This design comes from an exercise in tuning for small area, a short achievable clock period and few clock cycles per item on the open sky130 flow, not from production work.
Only simulation tests tie the RTL to the original design; equivalence was not proved.
Power and IR drop assume default switching activity.

===== design.v =====
module err_estimat
(
   input wire         clk,
   input wire         rst,
   input wire         i_start,
   input wire  [20:0] i_nv,
   input wire  [24:0] i_nu,
   input wire  [20:0] i_no,
   input wire  [20:0] i_mv,
   input wire  [20:0] i_mo,
   output wire [31:0] o_s1,
   output wire [31:0] o_e1,
   output reg         o_vld,
   output wire        o_error
);
localparam [279:0] TT_l_nv = 280'he098543ec64a1894c64a1894c6da4c2a706cda6c5accaa00e09854fe3ec65accaa;
function [34:0] l_nv;
    input [2:0] d;
    integer j;
    for (j = 0; j < 35; j = j + 1) l_nv[j] = TT_l_nv[j*8 + d];
endfunction
localparam [279:0] TT_l_nu = 280'hfefefefefe7e8eb294c64a98540e3254fefefe3ec64a98540e3254fe1e66aa00000000;
function [34:0] l_nu;
    input [2:0] d;
    integer j;
    for (j = 0; j < 35; j = j + 1) l_nu[j] = TT_l_nu[j*8 + d];
endfunction
localparam [279:0] TT_l_no = 280'hfe3ec64a98547e8e922492b4e62a706cda6c4a18d48e922492b4e62a706cda6c5accaa;
function [34:0] l_no;
    input [2:0] d;
    integer j;
    for (j = 0; j < 35; j = j + 1) l_no[j] = TT_l_no[j*8 + d];
endfunction
localparam [2367:0] TT_l_y6 = 2368'hf0f0f8f8fcfcfefef0f0f8f8fcfc7e7ef17138381c1c8e8e3692dbc96d24b6925ab4695ab469d2b43366cc3366cc996655aa5555aa55aaaa00ffff0000ffff00ff00ff00ff00ff000000000000000000ffffff0000000000000000ffff000000ff0000ff00ff0000ffff000000ffff00ffff00ffff00ff0000ffff00ffff000000ff0000ff00ff00ff0000ffff00000000ff00ff00ff0000ffffffffffffff000000ffffffffff00ffff000000ffff0000ff0000ff00ff00000000ffff000000ff0000ff00ff0000ffff000000ffff0000ff00ffff00ff00ffff0000ffff0000ff00ff00ff00ff000000000000000000000000000000000000000000000000000000000000000000ffffffff00000000ffff0000ffff0000ff00ff00ff00ff000000000000000000;
function [36:0] l_y6;
    input [5:0] d;
    integer j;
    for (j = 0; j < 37; j = j + 1) l_y6[j] = TT_l_y6[j*64 + d];
endfunction
localparam [511:0] TT_l_nulo = 512'hfffefffefffefffefffe3ffec07ec78ec9b2529418c6694a3398aa540f0e33325554fffefffe07fef83e18c6694a3398aa540f0e3332555401fe1e1e6666aaaa;
function [31:0] l_nulo;
    input [3:0] d;
    integer j;
    for (j = 0; j < 32; j = j + 1) l_nulo[j] = TT_l_nulo[j*16 + d];
endfunction
reg         sp;                  
reg         st_mul, st_div, dfirst;
reg   [2:0] cnt;
reg   [4:0] steps;               
reg         pha;
reg  [20:0] rnv, rnu, rno, rmv, rmo;
reg  [31:0] hx;
reg         xlz;
reg   [4:0] hy;
reg  [28:0] rr;                  
reg         wc, wq, noz;
reg         f_ylez, f_ez, f_s1z, f_s1err;
reg         qlo;                 
wire start = ~rst & i_start & ~sp;
wire [34:0] ox  = {{3{hx[31]}}, hx};
wire [34:0] lx1 = l_nv(rnv[2:0]);
wire [34:0] lx2 = l_nu(rnu[2:0]);
wire [34:0] lx3 = l_no(rno[2:0]);
wire [34:0] xa0 = lx1 ^ lx2 ^ lx3;
wire [34:0] xb0 = {(lx1[33:0] & lx2[33:0]) | (lx1[33:0] & lx3[33:0]) | (lx2[33:0] & lx3[33:0]), 1'b0};
wire [34:0] xa  = ox ^ xa0 ^ xb0;
wire [34:0] xb  = {(ox[33:0] & xa0[33:0]) | (ox[33:0] & xb0[33:0]) | (xa0[33:0] & xb0[33:0]), 1'b0};
wire [34:0] sx;
add35 u_sx (.a(xa), .b(xb), .s(sx));
wire [36:0] ly = l_y6({rmv[2:0], rmo[2:0]});
wire [36:0] sy;
add37 u_sy (.a({{3{hy[4]}}, hy, rr}), .b(ly), .s(sy));
wire last_mul = (cnt == 3'd6);
wire        xneg  = hx[31] ^ (hx[30] & wc);
wire        xtopz = wc ? (hx[31:30] == 2'b11) : (hx[31:30] == 2'b00);
wire        xzero = xtopz & (hx[29:0] == 30'd0) & xlz;
wire [28:0] sd    = hx[29:1];
wire        s1z   = xneg | (sd == 29'd0);
wire [52:0] yw = {hy[2:0], rr, rmv};
wire        yneg  = hy[3] ^ wq;
wire        ylez  = yneg | (yw == 53'd0);
wire        ez    = ylez | s1z;
wire [31:0] qa = {rnv, rnu[20:10]};
wire [30:0] t  = {rr, pha ? qa[31:30] : rmv[20:19]};
wire [31:0] c1, c2, c3x;
sub32 u_c1 (.a({1'b0, t}), .b(~{3'b0, sd}), .s(c1));
sub32 u_c2 (.a({1'b0, t}), .b(~{2'b0, sd, 1'b0}), .s(c2));
wire [31:0] ua = ~{1'b0, t}, ub = {3'b0, sd}, uc = {2'b0, sd, 1'b0};
wire [31:0] us = ua ^ ub ^ uc;
wire [31:0] uk = {(ua[30:0] & ub[30:0]) | (ua[30:0] & uc[30:0]) | (ub[30:0] & uc[30:0]), 1'b0};
add32 u_c3 (.a(us), .b(uk), .s(c3x));
wire [31:0] c3 = ~c3x;
wire        g1 = ~c1[31], g2 = ~c2[31], g3 = ~c3[31];
wire        q1 = g2;
wire        q0 = g3 | (g1 & ~g2);
wire [28:0] rnext = g3 ? c3[28:0] : g2 ? c2[28:0] : g1 ? c1[28:0] : t[28:0];
wire [31:0] hm;
genvar gi;
generate for (gi = 0; gi <= 31; gi = gi + 1) begin : g_hm
    if (gi >= 28) begin : g1
        assign hm[gi] = 1'b1;
    end else begin : g0
        assign hm[gi] = ~|sd[28:gi+1];
    end
end endgenerate
wire yhsmall = ~|(yw[52:21] & hm);
wire bstep    = st_div & ~pha & (~dfirst | yhsmall);    
wire to_pha   = dfirst & ~ez & ~yhsmall;
wire div_done = st_div & ((dfirst & ez) | (bstep & (steps == 5'd1)));
always @(posedge clk) begin
    sp <= i_start;
    if (rst) begin
        st_mul <= 1'b0;
        st_div <= 1'b0;
        o_vld  <= 1'b0;
    end else begin
        o_vld  <= div_done & ~start;
        st_mul <= start | (st_mul & ~last_mul);
        st_div <= ~start & ((st_mul & last_mul) | (st_div & ~div_done));
    end
    pha <= st_div & ~start & (to_pha | (pha & (steps != 5'd1)));
end
always @(posedge clk) begin
    dfirst <= st_mul & last_mul;
    cnt <= st_mul ? cnt + 3'd1 : 3'd0;
    rno <= st_mul ? rno >> 3 : i_no;
    rmo <= st_mul ? rmo >> 3 : i_mo;
    if (st_mul) begin
        rnv <= rnv >> 3;
        rnu <= rnu >> 3;
    end else if (st_div & (to_pha | pha)) begin
        {rnv, rnu[20:10]} <= to_pha ? yw[52:21] : {qa[29:0], q1, q0};
        rnu[9:0] <= i_nu[13:4];
    end else begin
        rnv <= i_nv;
        rnu[9:0] <= i_nu[13:4];
        if (~st_div)
            rnu[20:10] <= i_nu[24:14];
    end
    if (st_mul & (cnt == 3'd0)) begin
        wc  <= (rno > 21'd1361170);
        wq  <= (rmo > 21'd1677721);
        noz <= (rno == 21'd0);
    end
    if (dfirst) begin
        f_ylez  <= ylez;
        f_ez    <= ez;
        f_s1z   <= s1z;
        f_s1err <= xneg | (xzero & noz);
    end
    if (st_mul)
        hx <= sx[34:3];
    else if (~st_div)
        hx <= l_nulo(i_nu[3:0]);
    xlz <= st_mul ? xlz & (sx[2:0] == 3'd0) : 1'b1;
    hy <= st_mul ? sy[36:32] : 5'd0;
    rr <= st_mul ? sy[31:3] : (st_div & ~to_pha) ? rnext : 29'd0;
    if (st_mul)
        rmv <= {sy[2:0], rmv[20:3]};
    else if (~st_div)
        rmv <= i_mv;
    else if (bstep)
        rmv <= {rmv[18:0], q1, q0};
    qlo <= st_div & (qlo | (bstep & (q1 | q0)));
    steps <= ~st_div ? 5'd10 : to_pha ? 5'd16 : (pha & (steps == 5'd1)) ? 5'd10 : (pha | bstep) ? steps - 5'd1 : steps;
end
wire [31:0] e1   = {rnu[20:10], rmv[19:0], 1'b0};
wire        e1gt = (|e1[31:25]) | (e1[24] & ((|e1[23:21]) | qlo));
assign o_s1    = f_s1z ? 32'd0 : {3'd0, sd};
assign o_e1    = f_ez ? 32'd0 : e1;
assign o_error = f_s1err | f_ylez | (~f_ez & e1gt);
endmodule
module add35 (input wire [34:0] a, input wire [34:0] b, output wire [34:0] s);
wire [34:0] p = a ^ b;
wire [34:0] g = a & b;
wire g_0 = g[1] | (p[1] & g[0]);
wire g_1 = g[3] | (p[3] & g[2]), p_1 = p[3] & p[2];
wire g_2 = g[5] | (p[5] & g[4]), p_2 = p[5] & p[4];
wire g_3 = g[7] | (p[7] & g[6]), p_3 = p[7] & p[6];
wire g_4 = g[9] | (p[9] & g[8]), p_4 = p[9] & p[8];
wire g_5 = g[11] | (p[11] & g[10]), p_5 = p[11] & p[10];
wire g_6 = g[13] | (p[13] & g[12]), p_6 = p[13] & p[12];
wire g_7 = g[15] | (p[15] & g[14]), p_7 = p[15] & p[14];
wire g_8 = g[17] | (p[17] & g[16]), p_8 = p[17] & p[16];
wire g_9 = g[19] | (p[19] & g[18]), p_9 = p[19] & p[18];
wire g_10 = g[21] | (p[21] & g[20]), p_10 = p[21] & p[20];
wire g_11 = g[23] | (p[23] & g[22]), p_11 = p[23] & p[22];
wire g_12 = g[25] | (p[25] & g[24]), p_12 = p[25] & p[24];
wire g_13 = g[27] | (p[27] & g[26]), p_13 = p[27] & p[26];
wire g_14 = g[29] | (p[29] & g[28]), p_14 = p[29] & p[28];
wire g_15 = g[31] | (p[31] & g[30]), p_15 = p[31] & p[30];
wire g_16 = g[33] | (p[33] & g[32]), p_16 = p[33] & p[32];
wire g_17 = g[2] | (p[2] & g_0);
wire g_18 = g_1 | (p_1 & g_0);
wire g_19 = g[6] | (p[6] & g_2), p_19 = p[6] & p_2;
wire g_20 = g_3 | (p_3 & g_2), p_20 = p_3 & p_2;
wire g_21 = g[10] | (p[10] & g_4), p_21 = p[10] & p_4;
wire g_22 = g_5 | (p_5 & g_4), p_22 = p_5 & p_4;
wire g_23 = g[14] | (p[14] & g_6), p_23 = p[14] & p_6;
wire g_24 = g_7 | (p_7 & g_6), p_24 = p_7 & p_6;
wire g_25 = g[18] | (p[18] & g_8), p_25 = p[18] & p_8;
wire g_26 = g_9 | (p_9 & g_8), p_26 = p_9 & p_8;
wire g_27 = g[22] | (p[22] & g_10), p_27 = p[22] & p_10;
wire g_28 = g_11 | (p_11 & g_10), p_28 = p_11 & p_10;
wire g_29 = g[26] | (p[26] & g_12), p_29 = p[26] & p_12;
wire g_30 = g_13 | (p_13 & g_12), p_30 = p_13 & p_12;
wire g_31 = g[30] | (p[30] & g_14), p_31 = p[30] & p_14;
wire g_32 = g_15 | (p_15 & g_14), p_32 = p_15 & p_14;
wire g_33 = g[34] | (p[34] & g_16), p_33 = p[34] & p_16;
wire g_34 = g[4] | (p[4] & g_18);
wire g_35 = g_2 | (p_2 & g_18);
wire g_36 = g_19 | (p_19 & g_18);
wire g_37 = g_20 | (p_20 & g_18);
wire g_38 = g[12] | (p[12] & g_22), p_38 = p[12] & p_22;
wire g_39 = g_6 | (p_6 & g_22), p_39 = p_6 & p_22;
wire g_40 = g_23 | (p_23 & g_22), p_40 = p_23 & p_22;
wire g_41 = g_24 | (p_24 & g_22), p_41 = p_24 & p_22;
wire g_42 = g[20] | (p[20] & g_26), p_42 = p[20] & p_26;
wire g_43 = g_10 | (p_10 & g_26), p_43 = p_10 & p_26;
wire g_44 = g_27 | (p_27 & g_26), p_44 = p_27 & p_26;
wire g_45 = g_28 | (p_28 & g_26), p_45 = p_28 & p_26;
wire g_46 = g[28] | (p[28] & g_30), p_46 = p[28] & p_30;
wire g_47 = g_14 | (p_14 & g_30), p_47 = p_14 & p_30;
wire g_48 = g_31 | (p_31 & g_30), p_48 = p_31 & p_30;
wire g_49 = g_32 | (p_32 & g_30), p_49 = p_32 & p_30;
wire g_50 = g[8] | (p[8] & g_37);
wire g_51 = g_4 | (p_4 & g_37);
wire g_52 = g_21 | (p_21 & g_37);
wire g_53 = g_22 | (p_22 & g_37);
wire g_54 = g_38 | (p_38 & g_37);
wire g_55 = g_39 | (p_39 & g_37);
wire g_56 = g_40 | (p_40 & g_37);
wire g_57 = g_41 | (p_41 & g_37);
wire g_58 = g[24] | (p[24] & g_45), p_58 = p[24] & p_45;
wire g_59 = g_12 | (p_12 & g_45), p_59 = p_12 & p_45;
wire g_60 = g_29 | (p_29 & g_45), p_60 = p_29 & p_45;
wire g_61 = g_30 | (p_30 & g_45), p_61 = p_30 & p_45;
wire g_62 = g_46 | (p_46 & g_45), p_62 = p_46 & p_45;
wire g_63 = g_47 | (p_47 & g_45), p_63 = p_47 & p_45;
wire g_64 = g_48 | (p_48 & g_45), p_64 = p_48 & p_45;
wire g_65 = g_49 | (p_49 & g_45), p_65 = p_49 & p_45;
wire g_66 = g[16] | (p[16] & g_57);
wire g_67 = g_8 | (p_8 & g_57);
wire g_68 = g_25 | (p_25 & g_57);
wire g_69 = g_26 | (p_26 & g_57);
wire g_70 = g_42 | (p_42 & g_57);
wire g_71 = g_43 | (p_43 & g_57);
wire g_72 = g_44 | (p_44 & g_57);
wire g_73 = g_45 | (p_45 & g_57);
wire g_74 = g_58 | (p_58 & g_57);
wire g_75 = g_59 | (p_59 & g_57);
wire g_76 = g_60 | (p_60 & g_57);
wire g_77 = g_61 | (p_61 & g_57);
wire g_78 = g_62 | (p_62 & g_57);
wire g_79 = g_63 | (p_63 & g_57);
wire g_80 = g_64 | (p_64 & g_57);
wire g_81 = g_65 | (p_65 & g_57);
wire g_82 = g[32] | (p[32] & g_81);
wire g_83 = g_16 | (p_16 & g_81);
wire g_84 = g_33 | (p_33 & g_81);
wire [34:0] c = {g_83, g_82, g_81, g_80, g_79, g_78, g_77, g_76, g_75, g_74, g_73, g_72, g_71, g_70, g_69, g_68, g_67, g_66, g_57, g_56, g_55, g_54, g_53, g_52, g_51, g_50, g_37, g_36, g_35, g_34, g_18, g_17, g_0, g[0], 1'b0};
assign s = p ^ c;
endmodule
module add37 (input wire [36:0] a, input wire [36:0] b, output wire [36:0] s);
wire [36:0] p = a ^ b;
wire [36:0] g = a & b;
wire g_0 = g[1] | (p[1] & g[0]);
wire g_1 = g[3] | (p[3] & g[2]), p_1 = p[3] & p[2];
wire g_2 = g[5] | (p[5] & g[4]), p_2 = p[5] & p[4];
wire g_3 = g[7] | (p[7] & g[6]), p_3 = p[7] & p[6];
wire g_4 = g[9] | (p[9] & g[8]), p_4 = p[9] & p[8];
wire g_5 = g[11] | (p[11] & g[10]), p_5 = p[11] & p[10];
wire g_6 = g[13] | (p[13] & g[12]), p_6 = p[13] & p[12];
wire g_7 = g[15] | (p[15] & g[14]), p_7 = p[15] & p[14];
wire g_8 = g[17] | (p[17] & g[16]), p_8 = p[17] & p[16];
wire g_9 = g[19] | (p[19] & g[18]), p_9 = p[19] & p[18];
wire g_10 = g[21] | (p[21] & g[20]), p_10 = p[21] & p[20];
wire g_11 = g[23] | (p[23] & g[22]), p_11 = p[23] & p[22];
wire g_12 = g[25] | (p[25] & g[24]), p_12 = p[25] & p[24];
wire g_13 = g[27] | (p[27] & g[26]), p_13 = p[27] & p[26];
wire g_14 = g[29] | (p[29] & g[28]), p_14 = p[29] & p[28];
wire g_15 = g[31] | (p[31] & g[30]), p_15 = p[31] & p[30];
wire g_16 = g[33] | (p[33] & g[32]), p_16 = p[33] & p[32];
wire g_17 = g[35] | (p[35] & g[34]), p_17 = p[35] & p[34];
wire g_18 = g[2] | (p[2] & g_0);
wire g_19 = g_1 | (p_1 & g_0);
wire g_20 = g[6] | (p[6] & g_2), p_20 = p[6] & p_2;
wire g_21 = g_3 | (p_3 & g_2), p_21 = p_3 & p_2;
wire g_22 = g[10] | (p[10] & g_4), p_22 = p[10] & p_4;
wire g_23 = g_5 | (p_5 & g_4), p_23 = p_5 & p_4;
wire g_24 = g[14] | (p[14] & g_6), p_24 = p[14] & p_6;
wire g_25 = g_7 | (p_7 & g_6), p_25 = p_7 & p_6;
wire g_26 = g[18] | (p[18] & g_8), p_26 = p[18] & p_8;
wire g_27 = g_9 | (p_9 & g_8), p_27 = p_9 & p_8;
wire g_28 = g[22] | (p[22] & g_10), p_28 = p[22] & p_10;
wire g_29 = g_11 | (p_11 & g_10), p_29 = p_11 & p_10;
wire g_30 = g[26] | (p[26] & g_12), p_30 = p[26] & p_12;
wire g_31 = g_13 | (p_13 & g_12), p_31 = p_13 & p_12;
wire g_32 = g[30] | (p[30] & g_14), p_32 = p[30] & p_14;
wire g_33 = g_15 | (p_15 & g_14), p_33 = p_15 & p_14;
wire g_34 = g[34] | (p[34] & g_16), p_34 = p[34] & p_16;
wire g_35 = g_17 | (p_17 & g_16), p_35 = p_17 & p_16;
wire g_36 = g[4] | (p[4] & g_19);
wire g_37 = g_2 | (p_2 & g_19);
wire g_38 = g_20 | (p_20 & g_19);
wire g_39 = g_21 | (p_21 & g_19);
wire g_40 = g[12] | (p[12] & g_23), p_40 = p[12] & p_23;
wire g_41 = g_6 | (p_6 & g_23), p_41 = p_6 & p_23;
wire g_42 = g_24 | (p_24 & g_23), p_42 = p_24 & p_23;
wire g_43 = g_25 | (p_25 & g_23), p_43 = p_25 & p_23;
wire g_44 = g[20] | (p[20] & g_27), p_44 = p[20] & p_27;
wire g_45 = g_10 | (p_10 & g_27), p_45 = p_10 & p_27;
wire g_46 = g_28 | (p_28 & g_27), p_46 = p_28 & p_27;
wire g_47 = g_29 | (p_29 & g_27), p_47 = p_29 & p_27;
wire g_48 = g[28] | (p[28] & g_31), p_48 = p[28] & p_31;
wire g_49 = g_14 | (p_14 & g_31), p_49 = p_14 & p_31;
wire g_50 = g_32 | (p_32 & g_31), p_50 = p_32 & p_31;
wire g_51 = g_33 | (p_33 & g_31), p_51 = p_33 & p_31;
wire g_52 = g[36] | (p[36] & g_35), p_52 = p[36] & p_35;
wire g_53 = g[8] | (p[8] & g_39);
wire g_54 = g_4 | (p_4 & g_39);
wire g_55 = g_22 | (p_22 & g_39);
wire g_56 = g_23 | (p_23 & g_39);
wire g_57 = g_40 | (p_40 & g_39);
wire g_58 = g_41 | (p_41 & g_39);
wire g_59 = g_42 | (p_42 & g_39);
wire g_60 = g_43 | (p_43 & g_39);
wire g_61 = g[24] | (p[24] & g_47), p_61 = p[24] & p_47;
wire g_62 = g_12 | (p_12 & g_47), p_62 = p_12 & p_47;
wire g_63 = g_30 | (p_30 & g_47), p_63 = p_30 & p_47;
wire g_64 = g_31 | (p_31 & g_47), p_64 = p_31 & p_47;
wire g_65 = g_48 | (p_48 & g_47), p_65 = p_48 & p_47;
wire g_66 = g_49 | (p_49 & g_47), p_66 = p_49 & p_47;
wire g_67 = g_50 | (p_50 & g_47), p_67 = p_50 & p_47;
wire g_68 = g_51 | (p_51 & g_47), p_68 = p_51 & p_47;
wire g_69 = g[16] | (p[16] & g_60);
wire g_70 = g_8 | (p_8 & g_60);
wire g_71 = g_26 | (p_26 & g_60);
wire g_72 = g_27 | (p_27 & g_60);
wire g_73 = g_44 | (p_44 & g_60);
wire g_74 = g_45 | (p_45 & g_60);
wire g_75 = g_46 | (p_46 & g_60);
wire g_76 = g_47 | (p_47 & g_60);
wire g_77 = g_61 | (p_61 & g_60);
wire g_78 = g_62 | (p_62 & g_60);
wire g_79 = g_63 | (p_63 & g_60);
wire g_80 = g_64 | (p_64 & g_60);
wire g_81 = g_65 | (p_65 & g_60);
wire g_82 = g_66 | (p_66 & g_60);
wire g_83 = g_67 | (p_67 & g_60);
wire g_84 = g_68 | (p_68 & g_60);
wire g_85 = g[32] | (p[32] & g_84);
wire g_86 = g_16 | (p_16 & g_84);
wire g_87 = g_34 | (p_34 & g_84);
wire g_88 = g_35 | (p_35 & g_84);
wire g_89 = g_52 | (p_52 & g_84);
wire [36:0] c = {g_88, g_87, g_86, g_85, g_84, g_83, g_82, g_81, g_80, g_79, g_78, g_77, g_76, g_75, g_74, g_73, g_72, g_71, g_70, g_69, g_60, g_59, g_58, g_57, g_56, g_55, g_54, g_53, g_39, g_38, g_37, g_36, g_19, g_18, g_0, g[0], 1'b0};
assign s = p ^ c;
endmodule
module add32 (input wire [31:0] a, input wire [31:0] b, output wire [31:0] s);
wire [31:0] p = a ^ b;
wire [31:0] g = a & b;
wire g_0 = g[1] | (p[1] & g[0]);
wire g_1 = g[3] | (p[3] & g[2]), p_1 = p[3] & p[2];
wire g_2 = g[5] | (p[5] & g[4]), p_2 = p[5] & p[4];
wire g_3 = g[7] | (p[7] & g[6]), p_3 = p[7] & p[6];
wire g_4 = g[9] | (p[9] & g[8]), p_4 = p[9] & p[8];
wire g_5 = g[11] | (p[11] & g[10]), p_5 = p[11] & p[10];
wire g_6 = g[13] | (p[13] & g[12]), p_6 = p[13] & p[12];
wire g_7 = g[15] | (p[15] & g[14]), p_7 = p[15] & p[14];
wire g_8 = g[17] | (p[17] & g[16]), p_8 = p[17] & p[16];
wire g_9 = g[19] | (p[19] & g[18]), p_9 = p[19] & p[18];
wire g_10 = g[21] | (p[21] & g[20]), p_10 = p[21] & p[20];
wire g_11 = g[23] | (p[23] & g[22]), p_11 = p[23] & p[22];
wire g_12 = g[25] | (p[25] & g[24]), p_12 = p[25] & p[24];
wire g_13 = g[27] | (p[27] & g[26]), p_13 = p[27] & p[26];
wire g_14 = g[29] | (p[29] & g[28]), p_14 = p[29] & p[28];
wire g_15 = g[31] | (p[31] & g[30]), p_15 = p[31] & p[30];
wire g_16 = g[2] | (p[2] & g_0);
wire g_17 = g_1 | (p_1 & g_0);
wire g_18 = g[6] | (p[6] & g_2), p_18 = p[6] & p_2;
wire g_19 = g_3 | (p_3 & g_2), p_19 = p_3 & p_2;
wire g_20 = g[10] | (p[10] & g_4), p_20 = p[10] & p_4;
wire g_21 = g_5 | (p_5 & g_4), p_21 = p_5 & p_4;
wire g_22 = g[14] | (p[14] & g_6), p_22 = p[14] & p_6;
wire g_23 = g_7 | (p_7 & g_6), p_23 = p_7 & p_6;
wire g_24 = g[18] | (p[18] & g_8), p_24 = p[18] & p_8;
wire g_25 = g_9 | (p_9 & g_8), p_25 = p_9 & p_8;
wire g_26 = g[22] | (p[22] & g_10), p_26 = p[22] & p_10;
wire g_27 = g_11 | (p_11 & g_10), p_27 = p_11 & p_10;
wire g_28 = g[26] | (p[26] & g_12), p_28 = p[26] & p_12;
wire g_29 = g_13 | (p_13 & g_12), p_29 = p_13 & p_12;
wire g_30 = g[30] | (p[30] & g_14), p_30 = p[30] & p_14;
wire g_31 = g_15 | (p_15 & g_14), p_31 = p_15 & p_14;
wire g_32 = g[4] | (p[4] & g_17);
wire g_33 = g_2 | (p_2 & g_17);
wire g_34 = g_18 | (p_18 & g_17);
wire g_35 = g_19 | (p_19 & g_17);
wire g_36 = g[12] | (p[12] & g_21), p_36 = p[12] & p_21;
wire g_37 = g_6 | (p_6 & g_21), p_37 = p_6 & p_21;
wire g_38 = g_22 | (p_22 & g_21), p_38 = p_22 & p_21;
wire g_39 = g_23 | (p_23 & g_21), p_39 = p_23 & p_21;
wire g_40 = g[20] | (p[20] & g_25), p_40 = p[20] & p_25;
wire g_41 = g_10 | (p_10 & g_25), p_41 = p_10 & p_25;
wire g_42 = g_26 | (p_26 & g_25), p_42 = p_26 & p_25;
wire g_43 = g_27 | (p_27 & g_25), p_43 = p_27 & p_25;
wire g_44 = g[28] | (p[28] & g_29), p_44 = p[28] & p_29;
wire g_45 = g_14 | (p_14 & g_29), p_45 = p_14 & p_29;
wire g_46 = g_30 | (p_30 & g_29), p_46 = p_30 & p_29;
wire g_47 = g_31 | (p_31 & g_29), p_47 = p_31 & p_29;
wire g_48 = g[8] | (p[8] & g_35);
wire g_49 = g_4 | (p_4 & g_35);
wire g_50 = g_20 | (p_20 & g_35);
wire g_51 = g_21 | (p_21 & g_35);
wire g_52 = g_36 | (p_36 & g_35);
wire g_53 = g_37 | (p_37 & g_35);
wire g_54 = g_38 | (p_38 & g_35);
wire g_55 = g_39 | (p_39 & g_35);
wire g_56 = g[24] | (p[24] & g_43), p_56 = p[24] & p_43;
wire g_57 = g_12 | (p_12 & g_43), p_57 = p_12 & p_43;
wire g_58 = g_28 | (p_28 & g_43), p_58 = p_28 & p_43;
wire g_59 = g_29 | (p_29 & g_43), p_59 = p_29 & p_43;
wire g_60 = g_44 | (p_44 & g_43), p_60 = p_44 & p_43;
wire g_61 = g_45 | (p_45 & g_43), p_61 = p_45 & p_43;
wire g_62 = g_46 | (p_46 & g_43), p_62 = p_46 & p_43;
wire g_63 = g_47 | (p_47 & g_43), p_63 = p_47 & p_43;
wire g_64 = g[16] | (p[16] & g_55);
wire g_65 = g_8 | (p_8 & g_55);
wire g_66 = g_24 | (p_24 & g_55);
wire g_67 = g_25 | (p_25 & g_55);
wire g_68 = g_40 | (p_40 & g_55);
wire g_69 = g_41 | (p_41 & g_55);
wire g_70 = g_42 | (p_42 & g_55);
wire g_71 = g_43 | (p_43 & g_55);
wire g_72 = g_56 | (p_56 & g_55);
wire g_73 = g_57 | (p_57 & g_55);
wire g_74 = g_58 | (p_58 & g_55);
wire g_75 = g_59 | (p_59 & g_55);
wire g_76 = g_60 | (p_60 & g_55);
wire g_77 = g_61 | (p_61 & g_55);
wire g_78 = g_62 | (p_62 & g_55);
wire g_79 = g_63 | (p_63 & g_55);
wire [31:0] c = {g_78, g_77, g_76, g_75, g_74, g_73, g_72, g_71, g_70, g_69, g_68, g_67, g_66, g_65, g_64, g_55, g_54, g_53, g_52, g_51, g_50, g_49, g_48, g_35, g_34, g_33, g_32, g_17, g_16, g_0, g[0], 1'b0};
assign s = p ^ c;
endmodule
module sub32 (input wire [31:0] a, input wire [31:0] b, output wire [31:0] s);
wire [31:0] p = a ^ b;
wire [31:0] g = {a[31:1] & b[31:1], a[0] | b[0]};
wire g_0 = g[1] | (p[1] & g[0]);
wire g_1 = g[3] | (p[3] & g[2]), p_1 = p[3] & p[2];
wire g_2 = g[5] | (p[5] & g[4]), p_2 = p[5] & p[4];
wire g_3 = g[7] | (p[7] & g[6]), p_3 = p[7] & p[6];
wire g_4 = g[9] | (p[9] & g[8]), p_4 = p[9] & p[8];
wire g_5 = g[11] | (p[11] & g[10]), p_5 = p[11] & p[10];
wire g_6 = g[13] | (p[13] & g[12]), p_6 = p[13] & p[12];
wire g_7 = g[15] | (p[15] & g[14]), p_7 = p[15] & p[14];
wire g_8 = g[17] | (p[17] & g[16]), p_8 = p[17] & p[16];
wire g_9 = g[19] | (p[19] & g[18]), p_9 = p[19] & p[18];
wire g_10 = g[21] | (p[21] & g[20]), p_10 = p[21] & p[20];
wire g_11 = g[23] | (p[23] & g[22]), p_11 = p[23] & p[22];
wire g_12 = g[25] | (p[25] & g[24]), p_12 = p[25] & p[24];
wire g_13 = g[27] | (p[27] & g[26]), p_13 = p[27] & p[26];
wire g_14 = g[29] | (p[29] & g[28]), p_14 = p[29] & p[28];
wire g_15 = g[31] | (p[31] & g[30]), p_15 = p[31] & p[30];
wire g_16 = g[2] | (p[2] & g_0);
wire g_17 = g_1 | (p_1 & g_0);
wire g_18 = g[6] | (p[6] & g_2), p_18 = p[6] & p_2;
wire g_19 = g_3 | (p_3 & g_2), p_19 = p_3 & p_2;
wire g_20 = g[10] | (p[10] & g_4), p_20 = p[10] & p_4;
wire g_21 = g_5 | (p_5 & g_4), p_21 = p_5 & p_4;
wire g_22 = g[14] | (p[14] & g_6), p_22 = p[14] & p_6;
wire g_23 = g_7 | (p_7 & g_6), p_23 = p_7 & p_6;
wire g_24 = g[18] | (p[18] & g_8), p_24 = p[18] & p_8;
wire g_25 = g_9 | (p_9 & g_8), p_25 = p_9 & p_8;
wire g_26 = g[22] | (p[22] & g_10), p_26 = p[22] & p_10;
wire g_27 = g_11 | (p_11 & g_10), p_27 = p_11 & p_10;
wire g_28 = g[26] | (p[26] & g_12), p_28 = p[26] & p_12;
wire g_29 = g_13 | (p_13 & g_12), p_29 = p_13 & p_12;
wire g_30 = g[30] | (p[30] & g_14), p_30 = p[30] & p_14;
wire g_31 = g_15 | (p_15 & g_14), p_31 = p_15 & p_14;
wire g_32 = g[4] | (p[4] & g_17);
wire g_33 = g_2 | (p_2 & g_17);
wire g_34 = g_18 | (p_18 & g_17);
wire g_35 = g_19 | (p_19 & g_17);
wire g_36 = g[12] | (p[12] & g_21), p_36 = p[12] & p_21;
wire g_37 = g_6 | (p_6 & g_21), p_37 = p_6 & p_21;
wire g_38 = g_22 | (p_22 & g_21), p_38 = p_22 & p_21;
wire g_39 = g_23 | (p_23 & g_21), p_39 = p_23 & p_21;
wire g_40 = g[20] | (p[20] & g_25), p_40 = p[20] & p_25;
wire g_41 = g_10 | (p_10 & g_25), p_41 = p_10 & p_25;
wire g_42 = g_26 | (p_26 & g_25), p_42 = p_26 & p_25;
wire g_43 = g_27 | (p_27 & g_25), p_43 = p_27 & p_25;
wire g_44 = g[28] | (p[28] & g_29), p_44 = p[28] & p_29;
wire g_45 = g_14 | (p_14 & g_29), p_45 = p_14 & p_29;
wire g_46 = g_30 | (p_30 & g_29), p_46 = p_30 & p_29;
wire g_47 = g_31 | (p_31 & g_29), p_47 = p_31 & p_29;
wire g_48 = g[8] | (p[8] & g_35);
wire g_49 = g_4 | (p_4 & g_35);
wire g_50 = g_20 | (p_20 & g_35);
wire g_51 = g_21 | (p_21 & g_35);
wire g_52 = g_36 | (p_36 & g_35);
wire g_53 = g_37 | (p_37 & g_35);
wire g_54 = g_38 | (p_38 & g_35);
wire g_55 = g_39 | (p_39 & g_35);
wire g_56 = g[24] | (p[24] & g_43), p_56 = p[24] & p_43;
wire g_57 = g_12 | (p_12 & g_43), p_57 = p_12 & p_43;
wire g_58 = g_28 | (p_28 & g_43), p_58 = p_28 & p_43;
wire g_59 = g_29 | (p_29 & g_43), p_59 = p_29 & p_43;
wire g_60 = g_44 | (p_44 & g_43), p_60 = p_44 & p_43;
wire g_61 = g_45 | (p_45 & g_43), p_61 = p_45 & p_43;
wire g_62 = g_46 | (p_46 & g_43), p_62 = p_46 & p_43;
wire g_63 = g_47 | (p_47 & g_43), p_63 = p_47 & p_43;
wire g_64 = g[16] | (p[16] & g_55);
wire g_65 = g_8 | (p_8 & g_55);
wire g_66 = g_24 | (p_24 & g_55);
wire g_67 = g_25 | (p_25 & g_55);
wire g_68 = g_40 | (p_40 & g_55);
wire g_69 = g_41 | (p_41 & g_55);
wire g_70 = g_42 | (p_42 & g_55);
wire g_71 = g_43 | (p_43 & g_55);
wire g_72 = g_56 | (p_56 & g_55);
wire g_73 = g_57 | (p_57 & g_55);
wire g_74 = g_58 | (p_58 & g_55);
wire g_75 = g_59 | (p_59 & g_55);
wire g_76 = g_60 | (p_60 & g_55);
wire g_77 = g_61 | (p_61 & g_55);
wire g_78 = g_62 | (p_62 & g_55);
wire g_79 = g_63 | (p_63 & g_55);
wire [31:0] c = {g_78, g_77, g_76, g_75, g_74, g_73, g_72, g_71, g_70, g_69, g_68, g_67, g_66, g_65, g_64, g_55, g_54, g_53, g_52, g_51, g_50, g_49, g_48, g_35, g_34, g_33, g_32, g_17, g_16, g_0, g[0], 1'b1};
assign s = {p[31:1] ^ c[31:1], ~p[0]};
endmodule

===== constraint.sdc =====
create_clock -name core_clock -period 10.0 [get_ports {clk}]
set_input_delay 2.0000 -clock core_clock [delete_from_list [all_inputs] [get_ports {clk}]]
set_output_delay 2.0000 -clock core_clock [all_outputs]
set_load 0.01 [all_outputs]

===== config.mk =====
export PLATFORM = sky130hd
export DESIGN_NAME = err_estimat
export DESIGN_NICKNAME = err_estimat
export VERILOG_FILES = /design/flow/design.v
export SDC_FILE = /design/flow/constraint.sdc
export NUM_CORES = 4
export LEC_CHECK = 0
export CAP_MARGIN = 20
export CORE_MARGIN = 2
export CORE_UTILIZATION = 40
export CTS_CLUSTER_DIAMETER = 120
export CTS_CLUSTER_SIZE = 40
export PLACE_DENSITY = 0.75
export SETUP_SLACK_MARGIN = 5
export SLEW_MARGIN = 20

===== run.sh =====
#!/bin/bash
# synth_recipe.tcl (not shown) runs the flow's synth.tcl, then flattens the netlist and writes it again
# the make line also repeats each setting of config.mk as NAME=value (left out here)
make -C /OpenROAD-flow-scripts/flow DESIGN_CONFIG=/design/flow/config.mk WORK_HOME=/design/flow/orfs CLKGATE_MAP_FILE= SYNTH_SCRIPT=/design/flow/synth_recipe.tcl finish

==> summary.txt, run 1 <==
Worst setup path
  • Worst R2R Path Depth: 19
  • Stages on worst setup path: 19
  • Critical Path End Type: register
  • Cell Chain, Critical Path: inv_1 > ha_1 > nand2_2 > o21a_4 > inv_1 > fa_1 > inv_1 > fa_1 > ha_1 > nand4_1 > or4_4 > a31oi_4 > o2111ai_4 > a21boi_2 > o21ai_1 > nand2b_1 > fa_1 > nand2_1 > nand2_1
  • CP max stage cell: or4_4
  • Buf/Inv on CP: 3
  • CP Data Arrival Time: 5100 ps
  • Worst Setup Path Type: reg -> reg
  • Worst-path fanout max: 7
  • Largest stage delay, worst path: 560 ps
  • CP delay by family, top: adder cells
  • Startpoint Class: register
  • CP required: 10210 ps

Status
  • Status: finished clean

Floorplanning
  • Die height: 228 µm
  • Die area: 0.0519 mm²
  • Top-level port count: 178
  • Die W: 228 µm
  • Core area: 0.0498 mm²
  • Initial Utilization: 40.3%
  • Row count: 82

Pwr
  • Final Power: 6510 µW
  • LEAKAGE: 0.00998 µW
  • Pwr dens: 278 mW/mm²
  • Worst VDD drop: 0.000198 V

Place
  • RD Place Congestion: 0.949
  • DP HPWL: 53.2 mm
  • I/O Buffers: 173

Synthesis
  • Post-synthesis xor/xnor area fraction: 5.03%
  • Yosys reg bits: 194
  • Post-Synthesis Cell Area: 0.0200 mm²
  • Synth cell types: 98
  • FFs w/ async S/R, synth: 0%
  • Synth Instances: 2302
  • Largest family of logic cells by synthesized area: adder cells
  • Compound-Gate Fraction of Synth Area: 20.5%
  • Post-synthesis adder-cell area fraction: 23.2%
  • Post-synthesis simple-gate area fraction: 14.4%
  • Post-synthesis sequential area ratio: 22.8%
  • Avg Cell Area, Syn: 8.71 µm²
  • YS warnings: 1
  • Top FF cell, synth: dfxtp_1
  • Mux cell area share after synthesis: 7.40%
  • Post-synth EDFFs: 68

Global routing
  • Largest net degree at the start of global routing: 88
  • First-pass GRT wire length: 103 mm
  • Gr ovfl total: 0
  • Vias in the first global route: 18100
  • Initial antenna violation count: 5
  • All-Layer GR Usage: 25.4%

Routing
  • Initial DRC Count: 1784
  • WL final: 67.6 mm
  • WL met1: 27.0 mm
  • Wire length on met3: 5.19 mm
  • Via density: 5.88
  • Post-route ant nets: 0
  • DRC violations left: 0
  • WL per Instance: 21.6 µm
  • DR vias: 18400
  • Uppermost routed layer: met4
  • Met2 routed WL: 32.5 mm
  • First drt pass iteration count: 6

CTS
  • Longest Clk Path Bufs: 2
  • Worst-Skew Late Latency: 480 ps
  • H-tree depth: 4
  • CTS buffer count: 17
  • Clk root buf: clkbuf_16
  • CTS tree: built
  • Clk slew on worst S/H paths: 80 ps
  • Clk sinks: 194
  • Hold-fix buffers at CTS: 0

Min path
  • Worst Hold Class: reg -> reg
  • Worst Hold Depth: 1

Timing
  • Final hold viol count: 0
  • Slew @ Worst Pin: 1150 ps
  • Min Tclk post-route: 4880 ps
  • Skew final: 9.75 ps
  • Final slew viol count: 0
  • RSZ-0062 raised after global routing: yes
  • Setup TNS: 0 ps
  • Worst rel slew slack: 23.0%
  • Fmax achieved: 205 MHz
  • # setup viols final: 0
  • Fin crit share: 48.8%

Finish
  • Most frequent cells in the layout: inv_1 (243), ha_1 (198), nand2_1 (190), clkdlybuf4s50_1 (173), nor2_1 (170)
  • Share of cells above drive strength 1: 9.98%
  • P&R area growth vs syn: 16.9%
  • Fillers: 4681
  • Register Area: 0.00459 mm²
  • Most common cell after layout, fill and taps aside: inv_1
  • Multi-input logic area: 0.0144 mm²
  • Nets: 2862

Run
  • Max-cap violations: 0
-- timing repair --
action | 4_1_cts | 5_1_grt
gates resized for setup | 30 | 48
setup buffers | 2 | 13
setup endpoints to repair | 17 | 27
pin swaps | 1 | 6
-- power by group --
group / leakage [µW] / internal [µW] / switching (µW)
logic: 0.00790 / 1900 / 2710
registers: 0.00176 / 951 / 195
clock network: 0.000312 / 387 / 370
-- kinds of logic (layout without fill, tap and decap cells) --
| kind of cell | count (synthesis) | count (layout) |
|---|---|---|
| xor+xnor | 115 | 115 |
| flops | 194 | 194 |
| fa+ha+maj | 309 | 309 |
| simple gates | 611 | 611 |
| other cells | 1 | 6 |
| mux | 136 | 136 |
| compound gates | 598 | 598 |
| buf+inv | 338 | 487 |
-- final cells by class --
| cell class | count | area share [%] |
|---|---|---|
| clock inverters | 15 | 0.935 |
| inverters | 253 | 4.10 |
| clock buffers | 17 | 1.82 |
| well taps | 672 | 3.59 |
| diodes | 2 | 0.0214 |
| repair buffers | 202 | 8.34 |
| multi-input cells | 1773 | 61.6 |
| flip-flops and latches | 194 | 19.6 |
-- routing by layer --
layer | vias up | track usage, %
li1 | 8415 | -
met1 | 8987 | 32.1
met2 | 834 | 43.1
met3 | 170 | 3.50
met4 | 0 | 11.4
met5 | - | 0
-- sequential cells by signal, summed over array words and instances (netlist names), 3 cells and up --
| signal | count |
|---|---|
| cnt | 3 |
| hx | 32 |
| hy | 5 |
| rmo | 21 |
| rmv | 21 |
| rno | 21 |
| rnu | 21 |
| rnv | 21 |
| rr | 29 |
| steps | 5 |
-- Yosys cell counts (57+ instances only) --
master | number | share of area, %
a21o_1 | 60 | 2.2
a21oi_1 | 145 | 3.6
dfxtp_1 | 126 | 13
edfxtp_1 | 68 | 10
fa_1 | 105 | 10
ha_1 | 204 | 13
inv_1 | 251 | 4.7
mux2_2 | 77 | 4.3
mux2i_1 | 57 | 2.8
nand2_1 | 191 | 3.6
nor2_1 | 173 | 3.2
o21ai_0 | 132 | 3.3
xnor2_1 | 65 | 2.8
-- metrics by stage --
stage                     hold WS [ps]  setup slack [ps]  util [%]  area (µm²)  std cells
after global routing               467              4890      47.1       23400       3128
after global placement             414              4250      45.0       22400       3079
after CTS                          462              4960      46.5       23100       3113
final                              453              5120      47.1       23400       3128
after detailed placement           445              4080      45.0       22400       3079
after floorplan                    402              5020         -       20100       2305
-- path summary, 6_finish.rpt --
path | from | end | slack, ps
worst max-delay path | rno[0]$_DFF_P_ | hx[29]$_DFFE_PP_ | 5120
worst min-delay path | cnt[0]$_SDFF_PN0_ | cnt[0]$_SDFF_PN0_ | 450
worst max register to register | rno[0]$_DFF_P_ | hx[29]$_DFFE_PP_ | 5120
worst min register to register | cnt[0]$_SDFF_PN0_ | cnt[0]$_SDFF_PN0_ | 450
Testbench counts, summed over its fixed seeds: cycles 21,600, items 1,200.
==> inputs of run 2 (changes only) <==
--- a/design.v
+++ b/design.v
@@ -84,10 +84,10 @@
 wire [30:0] t  = {rr, pha ? qa[31:30] : rmv[20:19]};
-wire [31:0] c1, c2, c3x;
+wire [31:0] c1, c2;
 sub32 u_c1 (.a({1'b0, t}), .b(~{3'b0, sd}), .s(c1));
 sub32 u_c2 (.a({1'b0, t}), .b(~{2'b0, sd, 1'b0}), .s(c2));
-wire [31:0] ua = ~{1'b0, t}, ub = {3'b0, sd}, uc = {2'b0, sd, 1'b0};
+wire [31:0] ua = {1'b0, t}, ub = ~{3'b0, sd}, uc = ~{2'b0, sd, 1'b0};
 wire [31:0] us = ua ^ ub ^ uc;
-wire [31:0] uk = {(ua[30:0] & ub[30:0]) | (ua[30:0] & uc[30:0]) | (ub[30:0] & uc[30:0]), 1'b0};
-add32 u_c3 (.a(us), .b(uk), .s(c3x));
-wire [31:0] c3 = ~c3x;
+wire [30:0] uk = (ua[30:0] & ub[30:0]) | (ua[30:0] & uc[30:0]) | (ub[30:0] & uc[30:0]);
+wire [31:0] c3;
+sub32 u_c3 (.a(us), .b({uk, 1'b1}), .s(c3));
 wire        g1 = ~c1[31], g2 = ~c2[31], g3 = ~c3[31];
@@ -95,3 +95,4 @@
 wire        q0 = g3 | (g1 & ~g2);
-wire [28:0] rnext = g3 ? c3[28:0] : g2 ? c2[28:0] : g1 ? c1[28:0] : t[28:0];
+wire        e3 = g3, e2 = g2 & ~g3, e1s = g1 & ~g2, e0 = ~g1;
+wire [28:0] rnext = ({29{e3}} & c3[28:0]) | ({29{e2}} & c2[28:0]) | ({29{e1s}} & c1[28:0]) | ({29{e0}} & t[28:0]);
 wire [31:0] hm;
@@ -358,88 +359,2 @@
 assign s = p ^ c;
-endmodule
-module add32 (input wire [31:0] a, input wire [31:0] b, output wire [31:0] s);
-wire [31:0] p = a ^ b;
-wire [31:0] g = a & b;
-wire g_0 = g[1] | (p[1] & g[0]);
-wire g_1 = g[3] | (p[3] & g[2]), p_1 = p[3] & p[2];
-wire g_2 = g[5] | (p[5] & g[4]), p_2 = p[5] & p[4];
-wire g_3 = g[7] | (p[7] & g[6]), p_3 = p[7] & p[6];
-wire g_4 = g[9] | (p[9] & g[8]), p_4 = p[9] & p[8];
-wire g_5 = g[11] | (p[11] & g[10]), p_5 = p[11] & p[10];
-wire g_6 = g[13] | (p[13] & g[12]), p_6 = p[13] & p[12];
-wire g_7 = g[15] | (p[15] & g[14]), p_7 = p[15] & p[14];
-wire g_8 = g[17] | (p[17] & g[16]), p_8 = p[17] & p[16];
-wire g_9 = g[19] | (p[19] & g[18]), p_9 = p[19] & p[18];
-wire g_10 = g[21] | (p[21] & g[20]), p_10 = p[21] & p[20];
-wire g_11 = g[23] | (p[23] & g[22]), p_11 = p[23] & p[22];
-wire g_12 = g[25] | (p[25] & g[24]), p_12 = p[25] & p[24];
-wire g_13 = g[27] | (p[27] & g[26]), p_13 = p[27] & p[26];
-wire g_14 = g[29] | (p[29] & g[28]), p_14 = p[29] & p[28];
-wire g_15 = g[31] | (p[31] & g[30]), p_15 = p[31] & p[30];
-wire g_16 = g[2] | (p[2] & g_0);
-wire g_17 = g_1 | (p_1 & g_0);
-wire g_18 = g[6] | (p[6] & g_2), p_18 = p[6] & p_2;
-wire g_19 = g_3 | (p_3 & g_2), p_19 = p_3 & p_2;
-wire g_20 = g[10] | (p[10] & g_4), p_20 = p[10] & p_4;
-wire g_21 = g_5 | (p_5 & g_4), p_21 = p_5 & p_4;
-wire g_22 = g[14] | (p[14] & g_6), p_22 = p[14] & p_6;
-wire g_23 = g_7 | (p_7 & g_6), p_23 = p_7 & p_6;
-wire g_24 = g[18] | (p[18] & g_8), p_24 = p[18] & p_8;
-wire g_25 = g_9 | (p_9 & g_8), p_25 = p_9 & p_8;
-wire g_26 = g[22] | (p[22] & g_10), p_26 = p[22] & p_10;
-wire g_27 = g_11 | (p_11 & g_10), p_27 = p_11 & p_10;
-wire g_28 = g[26] | (p[26] & g_12), p_28 = p[26] & p_12;
-wire g_29 = g_13 | (p_13 & g_12), p_29 = p_13 & p_12;
-wire g_30 = g[30] | (p[30] & g_14), p_30 = p[30] & p_14;
-wire g_31 = g_15 | (p_15 & g_14), p_31 = p_15 & p_14;
-wire g_32 = g[4] | (p[4] & g_17);
-wire g_33 = g_2 | (p_2 & g_17);
-wire g_34 = g_18 | (p_18 & g_17);
-wire g_35 = g_19 | (p_19 & g_17);
-wire g_36 = g[12] | (p[12] & g_21), p_36 = p[12] & p_21;
-wire g_37 = g_6 | (p_6 & g_21), p_37 = p_6 & p_21;
-wire g_38 = g_22 | (p_22 & g_21), p_38 = p_22 & p_21;
-wire g_39 = g_23 | (p_23 & g_21), p_39 = p_23 & p_21;
-wire g_40 = g[20] | (p[20] & g_25), p_40 = p[20] & p_25;
-wire g_41 = g_10 | (p_10 & g_25), p_41 = p_10 & p_25;
-wire g_42 = g_26 | (p_26 & g_25), p_42 = p_26 & p_25;
-wire g_43 = g_27 | (p_27 & g_25), p_43 = p_27 & p_25;
-wire g_44 = g[28] | (p[28] & g_29), p_44 = p[28] & p_29;
-wire g_45 = g_14 | (p_14 & g_29), p_45 = p_14 & p_29;
-wire g_46 = g_30 | (p_30 & g_29), p_46 = p_30 & p_29;
-wire g_47 = g_31 | (p_31 & g_29), p_47 = p_31 & p_29;
-wire g_48 = g[8] | (p[8] & g_35);
-wire g_49 = g_4 | (p_4 & g_35);
-wire g_50 = g_20 | (p_20 & g_35);
-wire g_51 = g_21 | (p_21 & g_35);
-wire g_52 = g_36 | (p_36 & g_35);
-wire g_53 = g_37 | (p_37 & g_35);
-wire g_54 = g_38 | (p_38 & g_35);
-wire g_55 = g_39 | (p_39 & g_35);
-wire g_56 = g[24] | (p[24] & g_43), p_56 = p[24] & p_43;
-wire g_57 = g_12 | (p_12 & g_43), p_57 = p_12 & p_43;
-wire g_58 = g_28 | (p_28 & g_43), p_58 = p_28 & p_43;
-wire g_59 = g_29 | (p_29 & g_43), p_59 = p_29 & p_43;
-wire g_60 = g_44 | (p_44 & g_43), p_60 = p_44 & p_43;
-wire g_61 = g_45 | (p_45 & g_43), p_61 = p_45 & p_43;
-wire g_62 = g_46 | (p_46 & g_43), p_62 = p_46 & p_43;
-wire g_63 = g_47 | (p_47 & g_43), p_63 = p_47 & p_43;
-wire g_64 = g[16] | (p[16] & g_55);
-wire g_65 = g_8 | (p_8 & g_55);
-wire g_66 = g_24 | (p_24 & g_55);
-wire g_67 = g_25 | (p_25 & g_55);
-wire g_68 = g_40 | (p_40 & g_55);
-wire g_69 = g_41 | (p_41 & g_55);
-wire g_70 = g_42 | (p_42 & g_55);
-wire g_71 = g_43 | (p_43 & g_55);
-wire g_72 = g_56 | (p_56 & g_55);
-wire g_73 = g_57 | (p_57 & g_55);
-wire g_74 = g_58 | (p_58 & g_55);
-wire g_75 = g_59 | (p_59 & g_55);
-wire g_76 = g_60 | (p_60 & g_55);
-wire g_77 = g_61 | (p_61 & g_55);
-wire g_78 = g_62 | (p_62 & g_55);
-wire g_79 = g_63 | (p_63 & g_55);
-wire [31:0] c = {g_78, g_77, g_76, g_75, g_74, g_73, g_72, g_71, g_70, g_69, g_68, g_67, g_66, g_65, g_64, g_55, g_54, g_53, g_52, g_51, g_50, g_49, g_48, g_35, g_34, g_33, g_32, g_17, g_16, g_0, g[0], 1'b0};
-assign s = p ^ c;
 endmodule
--- a/config.mk
+++ b/config.mk
@@ -10,4 +10,2 @@
 export CORE_UTILIZATION = 40
-export CTS_CLUSTER_DIAMETER = 120
-export CTS_CLUSTER_SIZE = 40
 export PLACE_DENSITY = 0.75
==> run 2 against run 1 <==
Against the previous run:
- still clean
- synthesized cell count is 6.9% lower
- routed wire length is 6.3% lower
- via count is 6.0% lower
- critical path depth is 1 lower
- largest power group unchanged
- clock power is 5.0% lower
- die area is 5.2% lower
- critical endpoint is now hx[30]$_DFFE_PP_
==> summary.txt, run 2 <==
Status
  • Status: finished clean

Worst setup path
  • CP Data Arrival Time: 5140 ps
  • CP required: 10220 ps
  • Worst-path fanout max: 5
  • Startpoint Class: register
  • Worst Setup Path Type: reg -> reg
  • R2R Setup Slk: 5080 ps
  • Critical Path End Type: register

Floorplanning
  • Die height: 222 µm
  • Die area: 0.0492 mm²
  • Initial Utilization: 40.7%
  • Row count: 79
  • Core area: 0.0467 mm²
  • Top-level port count: 178
  • Die W: 222 µm

Synthesis
  • Share of the synthesized area in the top cell type: 13.3%
  • Avg Cell Area, Syn: 8.85 µm²
  • Top FF cell, synth: dfxtp_1
  • Post-Synthesis Cell Area: 0.0190 mm²
  • Synth Instances: 2144
  • YS warnings: 1
  • Synth cell types: 83
  • Top cell type by total area after synthesis: dfxtp_1
  • Synth top area cells: dfxtp_1 (13%), ha_1 (13%), fa_1 (11%), edfxtp_1 (11%), a21oi_1 (4.3%)
  • Yosys reg bits: 194
  • Post-synth top cells: ha_1 (199), inv_1 (180), nand2_1 (165)
  • FFs w/ async S/R, synth: 0%
  • Top-count cell post-synth: ha_1
  • Post-synthesis sequential area ratio: 24.1%
  • Post-synth EDFFs: 68

Global routing
  • Largest net degree at the start of global routing: 156
  • Vias in the first global route: 17500
  • All-Layer GR Usage: 25.4%
  • First-pass GRT wire length: 97.8 mm
  • Initial antenna violation count: 3
  • Gr ovfl total: 0

Timing
  • Min Hold Slack: 457 ps
  • Fin crit share: 49.2%
  • Skew final: 17.2 ps
  • Setup TNS: 0 ps
  • Final slew viol count: 0
  • Worst rel slew slack: 36.9%
  • RSZ-0062 raised after global routing: yes
  • Slew @ Worst Pin: 944 ps
  • Final hold viol count: 0
  • Fmax achieved: 203 MHz
  • Min Tclk post-route: 4920 ps
  • # setup viols final: 0

Finish
  • Largest Register: hx
  • Largest registers: hx (32), rr (29)
  • Nets: 2704
  • Number of flip-flops in the largest register: 32
  • Most frequent cells in the layout: ha_1 (192), clkdlybuf4s50_1 (173), inv_1 (170), nand2_1 (162), nor2_1 (161)
  • Share of cells above drive strength 1: 8.43%
  • P&R area growth vs syn: 17.7%
  • Most common cell after layout, fill and taps aside: ha_1
  • Fillers: 4387

Pwr
  • Worst VDD drop: 0.000149 V
  • Final Power: 6150 µW
  • LEAKAGE: 0.00965 µW
  • Pwr dens: 276 mW/mm²

CTS
  • Clk sinks: 194
  • Clk slew on worst S/H paths: 90 ps
  • Clk root buf: clkbuf_16
  • Longest Clk Path Bufs: 2
  • Hold-fix buffers at CTS: 0
  • CTS buffer count: 17
  • Worst-Skew Late Latency: 470 ps
  • H-tree depth: 4
  • CTS tree: built

Routing
  • Initial DRC Count: 1648
  • Post-route ant nets: 0
  • DRC violations left: 0
  • WL final: 63.3 mm
  • Via density: 5.95
  • DR vias: 17300
  • First drt pass iteration count: 18
  • WL per Instance: 21.8 µm

Place
  • DP HPWL: 49.4 mm
  • I/O Buffers: 173
  • RD Place Congestion: 0.950

Min path
  • Worst Hold Class: reg -> reg

Run
  • Max-cap violations: 0
[run 2: cell count changes after synthesis, moves of 17 or more]
cell     change
inv_1       -71
mux2_2      -29
a21oi_1     +18
and3_1      -17
xnor2_1     +17
o22ai_1     +22
nand2_1     -26
[run 2: what timing repair did]
action / 4_1_cts / 5_1_grt
pin swaps: 3 / 17
resized for setup: 34 / 45
cloned: 0 / 0
buffers inserted: 8 / 17
endpoints found under the setup margin: 31 / 45
[run 2: metal layers]
layer	GRT usage, %	routed length (µm)	vias to the layer above
met5	0	27	-
met4	10.3	2550	4
met3	4.40	5310	171
met2	42.8	30300	811
met1	32.2	25200	8382
li1	-	-	7930
[run 2: worst paths after layout]
path / startpoint / endpoint / depth (start not counted)
min reg2reg: cnt[0]$_SDFF_PN0_ / cnt[0]$_SDFF_PN0_ / 1
min: cnt[0]$_SDFF_PN0_ / cnt[0]$_SDFF_PN0_ / 1
max: rnu[0]$_DFF_P_ / hx[30]$_DFFE_PP_ / 18
max reg2reg: rnu[0]$_DFF_P_ / hx[30]$_DFFE_PP_ / 18
[run 2: worst max-delay path, stage by stage, from the launching register on]
cell and delay [ps]:
dfxtp_4 390, clkinvlp_4 170, ha_4 210, or2_4 260
nand2_2 70, fa_1 440, fa_1 550, ha_4 230
o21a_1 180, o2111ai_2 230, o21ai_2 110, a221oi_2 300
o21ai_2 150, o2bb2ai_4 160, a211o_1 340, a21o_1 180
fa_1 370, xor2_1 150, a21o_1 180
[run 2: final cells by class]
type / instances / area (µm²) / share of cell area [%]
Multi-Input combinational cell: 1686 / 13700 / 61.1
Sequential cell: 194 / 4600 / 20.6
Timing Repair Buffer: 209 / 2020 / 9.04
Tap cell: 607 / 759 / 3.40
Inverter: 180 / 697 / 3.12
Clock buffer: 17 / 425 / 1.91
Clock inverter: 15 / 174 / 0.779
Antenna cell: 1 / 2.50 / 0.0112
[run 2: stage by stage]
| step | utilization, % | cells | worst slack (ps) | area, µm² |
|---|---|---|---|---|
| 6_report | 47.9 | 2909 | 5080 | 22300 |
| 5_1_grt | 47.9 | 2909 | 4870 | 22300 |
| 4_1_cts | 47.1 | 2891 | 4930 | 22000 |
| 3_5_place_dp | 45.5 | 2851 | 4290 | 21200 |
| 3_3_place_gp | 45.5 | 2851 | 4420 | 21200 |
| 2_1_floorplan | - | 2147 | 5000 | 19000 |
[run 2: kinds of logic after synthesis]
family	count (synthesis)	share of synthesized area, %
AOI/OAI and AO/OA	596	20.4
xor gates and xnor gates	140	6.46
adders and majority gates	308	24.4
buffers and inverters	267	5.53
DFF	194	24.1
muxes	108	6.08
other	1	0.0198
and+or+nand+nor	530	13.0
[run 2: where the power goes]
group / leakage (µW) / total [µW] / internal (µW) / switching, µW
sequential: 0.00176 / 1180 / 951 / 226
combinational: 0.00759 / 4260 / 1850 / 2400
clock: 0.000295 / 719 / 357 / 363
total: 0.00965 / 6150 / 3160 / 2990
Testbench counts of run 2, summed over its fixed seeds: cycles 21,600, items 1,200.

[afterwards: timing with drivers on the ports]
The flow's constraints put no driver on any port. The routed layouts listed below were extracted and timed again, unchanged, in two steps. Step 1, drivers: a clkbuf_16 drives clk and a buf_2 each remaining input, both assumed. Step 2 times the ports against the registers' clock, not the clock port: input delays grow and output delays shrink by t, the midpoint of the rising clock arrivals with the driver on. Slacks: ideal ports / drivers / drivers and shift; pairs: ideal ports / drivers.
run	shift t [ns]	setup WS [ns]	worst register clock-pin slew, ns
run 1	0.528	5.116 / 5.116 / 5.116	0.08 / 0.08
run 2	0.512	5.083 / 5.083 / 5.083	0.09 / 0.09
After both steps setup and hold are still met in every run listed.
